From an optimization exercise on the open Yosys and OpenROAD flow, aimed at small area, a short achievable clock period and few clock cycles per item; shortcuts taken in it are not production practice. In this exercise RTL edits were held to simulation tests only and were not proved equivalent to the original. Power is estimated from default activity; no workload was simulated.

== build 78 ==
## booth_multiplier
module booth_multiplier(clk, reset_n, multiplier, multiplicand, op_start, op_clear, result, op_done);
Size in the first run: ~2500 cells after synthesis, ~260 I/O pins, about 27000 µm² of cells after synthesis.
Settings: LEC_CHECK=0, CAP_MARGIN=20, CORE_MARGIN=2, CORE_UTILIZATION=50, CTS_CLUSTER_DIAMETER=100, CTS_CLUSTER_SIZE=20, SETUP_SLACK_MARGIN=3.4, SLEW_MARGIN=20, SYNTH_HIERARCHICAL=1; clock period 6.0 ns.
standard.sh (not shown) runs the stock make flow with config.mk's settings and CLKGATE_MAP_FILE= SYNTH_SCRIPT=/design/flow/synth_recipe.tcl, a recipe that flattens the netlist after the stock synthesis.
==> flow/flow/run.sh <==
#!/bin/bash
# Standard layout with two changes: the port buffers are plain buffers (buf_2)
# instead of delay buffers, and synthesis leaves adders to abc (no full-adder
# cells). Registers are untouched by either change.
bash standard.sh ADDER_MAP_FILE= "BUFFER_PORTS_ARGS=-buffer_cell sky130_fd_sc_hd__buf_2" finish > standard.log 2>&1
Build 78 went all the way through the flow, and no timing, DRC or antenna check failed.
Testbench counts of build 78, summed over its fixed seeds: cycles 5,760, items 480.
Inputs modified between build 78 and build 13:
Settings: a change of CTS_CLUSTER_SIZE from 20 to 24; a change of CORE_UTILIZATION from 50 to 40.
- Build 13 closes out successfully: all stages finished, all timing, DRC and antenna checks passed.
- Length of the first detailed-routing pass in iterations: build 13 vs build 78 down 1
- Compared with build 78, in build 13 largest clock skew in the final design went up, worst hold slack across all endpoints went down, final area went up, clock group share of total power did not really move.
- The total wire length of build 13 exceeds that of build 78 by 6.9%.
What build 31 does differently from build 13 at the input level:
Settings: changing CTS_CLUSTER_SIZE from 24 to 20; changing SETUP_SLACK_MARGIN from 3.4 to 3.3; changing CORE_UTILIZATION from 40 to 50.
==> flow/flow/run.sh <==
#!/bin/bash
# Standard layout with two changes: the port buffers are plain buffers (buf_1)
# instead of delay buffers, and synthesis leaves adders to abc (no full-adder
# cells). Registers are untouched by either change.
bash standard.sh ADDER_MAP_FILE= "BUFFER_PORTS_ARGS=-buffer_cell sky130_fd_sc_hd__buf_1" finish > standard.log 2>&1
Notes after the runs:
On number of nets in the final layout, build 31 and build 13 are basically level. The final reports for build 31 and build 13 show overall power consumption lower in the former. Compared with build 13, in build 31 buffer and inverter count on the worst path went up, routability congestion estimate fell by 0.034, routing usage on met3 roughly the same.

* * *

booth_multiplier, a different RTL version from the one above (not shown whole).
Size: roughly 300 flip-flops, roughly 260 I/O pins, about 23000 sq um of cells after synthesis.
==> flow/config.mk <==
export PLATFORM = sky130hd
export DESIGN_NAME = booth_multiplier
export DESIGN_NICKNAME = booth_multiplier
export VERILOG_FILES = /design/flow/design.v
export SDC_FILE = /design/flow/constraint.sdc
export NUM_CORES = 4
export LEC_CHECK = 0
export CAP_MARGIN = 20
export CORE_MARGIN = 2
export CORE_UTILIZATION = 40
export SETUP_SLACK_MARGIN = 3.3
export SLEW_MARGIN = 20
==> flow/constraint.sdc <==
create_clock -name core_clock -period 6.0 [get_ports {clk}]
set_input_delay 1.2000 -clock core_clock [delete_from_list [all_inputs] [get_ports {clk}]]
set_output_delay 1.2000 -clock core_clock [all_outputs]
set_load 0.01 [all_outputs]
==> flow/flow/run.sh <==
#!/bin/bash
# Standard layout with two changes: the port buffers are plain buffers (buf_2)
# instead of delay buffers, and the resizer may swap a cell for one of
# another footprint.
bash standard.sh MATCH_CELL_FOOTPRINT=0 "BUFFER_PORTS_ARGS=-buffer_cell sky130_fd_sc_hd__buf_2" finish > standard.log 2>&1
Testbench counts at the start, summed over its fixed seeds: cycles 5,760, items 480.
Then changed:
==> flow/run.sh (new file) <==
#!/bin/bash
# synth_recipe.tcl (not shown) runs the flow's synth.tcl, then flattens the netlist and writes it again
# the make line also repeats each setting of config.mk as NAME=value (left out here)
make -C /OpenROAD-flow-scripts/flow DESIGN_CONFIG=/design/flow/config.mk WORK_HOME=/design/flow/orfs CLKGATE_MAP_FILE= SYNTH_SCRIPT=/design/flow/synth_recipe.tcl finish
removed: flow/flow/run.sh
removed: flow/standard.sh
Maximum frequency stays flat.
Core utilization climbs by 1.2 points.
Sequential power stays flat.
Final area climbs by 2.1%.
Die area is unchanged.
Then changed:
==> flow/flow/run.sh (new file) <==
#!/bin/bash
# Standard layout with two changes: the port buffers are plain buffers (buf_2)
# instead of delay buffers, and synthesis leaves adders to abc (no full-adder
# cells). Registers are untouched by either change.
bash standard.sh ADDER_MAP_FILE= "BUFFER_PORTS_ARGS=-buffer_cell sky130_fd_sc_hd__buf_2" finish > standard.log 2>&1
==> flow/standard.sh (new file) <==
#!/bin/bash
# synth_recipe.tcl (not shown) runs the flow's synth.tcl, then flattens the netlist and writes it again
# the make line also repeats each setting of config.mk as NAME=value (left out here)
make -C /OpenROAD-flow-scripts/flow DESIGN_CONFIG=/design/flow/config.mk WORK_HOME=/design/flow/orfs CLKGATE_MAP_FILE= SYNTH_SCRIPT=/design/flow/synth_recipe.tcl "${@:-finish}"
removed: flow/run.sh
- wire length went down by 6.4%
- register-to-register slack degrades by 0.91 ns
- via count rose by 3.3%
- total power grows by 12%
- design area decreases by 12%
- synthesized cell count is higher by 13%
- cell count is higher by 4.7%
- first-iteration DRC count came out higher by 8.8%
- maximum frequency came out lower by 23%
Then changed:
==> flow/flow/run.sh (replaced) <==
#!/bin/bash
# Standard layout, except that the port buffers are plain buffers (buf_2)
# instead of the delay buffers buffer_ports picks by default.
bash standard.sh "BUFFER_PORTS_ARGS=-buffer_cell sky130_fd_sc_hd__buf_2" finish > standard.log 2>&1
Result:
- design area went up by 11%
- flip-flop and latch count does not change
- worst setup slack gains 0.87 ns
- non-clock buffer count went up by 156
- routed wire length went up by 7.0%
- utilization went up by 6.5 points

what the ideal ports hide:
How much do the figures lean on ideal ports? The routed layouts below were timed once more, with nothing changed but the port constraints. Step 1 sets driving cells, clkbuf_16 on the clock port and buf_2 on the other inputs (assumed; they add their load-dependent delay and slew). Step 2, shift: input delay + t, output delay - t, t = (earliest + latest rising clock arrival at the registers) / 2. This alone moves slack from input paths to output paths. Three values: no drivers, after step 1, after step 2; two values: the first two.
run | t (ns) | setup WS [ns] | slew at the worst register clock pin (ns) | worst data-port slew with drivers (ns)
build 78 | 0.617 | 3.265 / 3.265 / 3.265 | 0.10 / 0.10 | 0.10
build 13 | 0.623 | 3.335 / 3.335 / 3.335 | 0.10 / 0.10 | 0.11
build 31 | 0.609 | 3.328 / 3.328 / 3.328 | 0.09 / 0.09 | 0.09
the first run of note 2 | 0.627 | 2.920 / 2.920 / 2.920 | 0.06 / 0.06 | 0.07
the second run of note 2 | 0.627 | 2.926 / 2.926 / 2.926 | 0.07 / 0.07 | 0.07
the third run of note 2 | 0.626 | 2.012 / 2.012 / 2.012 | 0.07 / 0.07 | 0.07
the fourth run of note 2 | 0.647 | 2.884 / 2.884 / 2.884 | 0.07 / 0.07 | 0.09
After both steps every run listed still meets setup and hold.
